This is an optimization exercise on Yosys and OpenROAD, whose aim is small area, not a production implementation.
In this exercise RTL edits were held to simulation tests only and were not proved equivalent to the original.
Power figures rest on the tool's default switching activity, not on a simulated workload.

==> trial 89: inputs <==
// rgb2YCbCr
module rgb2YCbCr #(
parameter pix_per_clock = 4,
parameter data_width    = 8
)
(
input wire clk_in,
input wire reset,
input wire [(data_width*pix_per_clock*3)-1:0] rdata,
input wire rlast,
output reg rready,
input wire ruser,
input wire rvalid,
output reg [(data_width*pix_per_clock*3)-1:0] tdata,
output reg tlast,
input wire tready,
output reg tuser,
output reg tvalid
);
==> flow/config.mk <==
export PLATFORM = sky130hd
export DESIGN_NAME = rgb2YCbCr
export DESIGN_NICKNAME = rgb2YCbCr
export VERILOG_FILES = /design/flow/design.v
export SDC_FILE = /design/flow/constraint.sdc
export NUM_CORES = 4
export LEC_CHECK = 0
export CAP_MARGIN = 20
export CORE_MARGIN = 2
export CORE_UTILIZATION = 40
export SLEW_MARGIN = 20
export SYNTH_HIERARCHICAL = 1
export SYNTH_MINIMUM_KEEP_SIZE = 0
==> flow/constraint.sdc <==
create_clock -name core_clock -period 5.0 [get_ports {clk_in}]
set_input_delay 1.0000 -clock core_clock [delete_from_list [all_inputs] [get_ports {clk_in}]]
set_output_delay 1.0000 -clock core_clock [all_outputs]
set_load 0.01 [all_outputs]
standard.sh (not shown) runs the stock make flow with config.mk's settings and CLKGATE_MAP_FILE= SYNTH_SCRIPT=/design/flow/synth_recipe.tcl, a recipe that flattens the netlist after the stock synthesis.
==> flow/flow/run.sh <==
#!/bin/bash
# Standard layout (the standard.sh, unchanged synthesis and floorplan) with two
# knobs passed through the environment:
#  - ports are buffered with the smallest buffer (buf_1) instead of the default choice;
#  - clock tree synthesis clusters more sinks per buffer and adds no dummy loads.
set -euo pipefail
cd "$(dirname "$0")/.."
export BUFFER_PORTS_ARGS="-buffer_cell sky130_fd_sc_hd__buf_1"
export CTS_ARGS="-sink_clustering_enable -repair_clock_nets -dont_use_dummy_load -sink_clustering_size 20 -sink_clustering_max_diameter 60 -buf_list sky130_fd_sc_hd__clkbuf_8"
bash standard.sh > standard.log 2>&1
==> trial 12 (differences from trial 89) <==
--- a/flow/flow/run.sh
+++ b/flow/flow/run.sh
@@ -4,3 +4,3 @@
 #  - ports are buffered with the smallest buffer (buf_1) instead of the default choice;
-#  - clock tree synthesis clusters more sinks per buffer and adds no dummy loads.
+#  - clock tree synthesis uses clkbuf_8 on clusters of up to 20 sinks and adds no dummy loads.
 set -euo pipefail
--- a/flow/config.mk
+++ b/flow/config.mk
@@ -9,3 +9,3 @@
 export CORE_MARGIN = 2
-export CORE_UTILIZATION = 40
+export CORE_UTILIZATION = 75
 export SLEW_MARGIN = 20
==> comparison table <==
Result of the run: trial 12 no timing/DRC/antenna violations; trial 89 no timing/DRC/antenna violations
Layout buffer count excluding clock buffers: trial 12 247; trial 89 253
Launch instance of the worst register-to-register path: trial 12 g_d3[1][1]$_DFF_P_; trial 89 g_d3[1][3]$_DFF_P_
Placed cell areas: trial 12 19840 um^2; trial 89 20230 um^2
FF-to-FF setup slack: trial 12 0.14 ns; trial 89 0.15 ns
Detailed-route wire length on metal 1: trial 12 11.25 mm; trial 89 13.03 mm
Pre-CTS WS: trial 12 -0.02406 ns; trial 89 0.06947 ns
Worst ir drop on vdd: trial 12 0.0004171 V; trial 89 0.0003324 V
Well-tap cell count: trial 12 330; trial 89 615
Time the worst path needs with I/O delays and setup: trial 12 4.859 ns; trial 89 4.845 ns
Final WL: trial 12 30.54 mm; trial 89 31.15 mm
Number of instances in the placed design: trial 12 1741; trial 89 2031
Combinational cell fraction of total power: trial 12 55.3%; trial 89 54.7%
Number of fill cells in the layout: trial 12 1452; trial 89 4400
Post-layout net count: trial 12 1959; trial 89 1969
Final critical-path share of the clock period: trial 12 97.19%; trial 89 96.91%
CTS-repair resized insts: trial 12 7; trial 89 0
Final worst-path setup slack: trial 12 0.1406 ns; trial 89 0.1546 ns
Non-clock buffer share: trial 12 5.442%; trial 89 5.538%
Initial antenna violation count: trial 12 2; trial 89 1
Final core utilization: trial 12 80.76%; trial 89 43.71%
Post-route insts no fill: trial 12 1771; trial 89 2064
Area of the multi-input gates: trial 12 9744 um^2; trial 89 9754 um^2

[re-timing with driven ports]
No port has a modelled driver above. Below, the same layouts with a new extraction and two added sets of constraints.
Step 1: set_driving_cell puts a clkbuf_16 on clk_in and a buf_2 on each other input, an assumption about the parent block.
Step 2, shift: input delay + t, output delay - t, t = (earliest + latest rising clock arrival at the registers) / 2. This alone moves slack from input paths to output paths.
Slacks: no drivers / after step 1 / after step 2; pairs: no drivers / after step 1.
| run | shift t [ns] | setup slack, ns | slew at the worst register clock pin (ns) | worst data-port slew with drivers (ns) | cell pins on the clock port's net |
|---|---|---|---|---|---|
| trial 89 | 0.665 | 0.155 / 0.155 / 0.155 | 0.11 / 0.11 | 0.06 | 1 |
| trial 12 | 0.613 | 0.141 / 0.141 / 0.141 | 0.11 / 0.11 | 0.09 | 1 |
After both steps setup and hold are still met in every run listed.
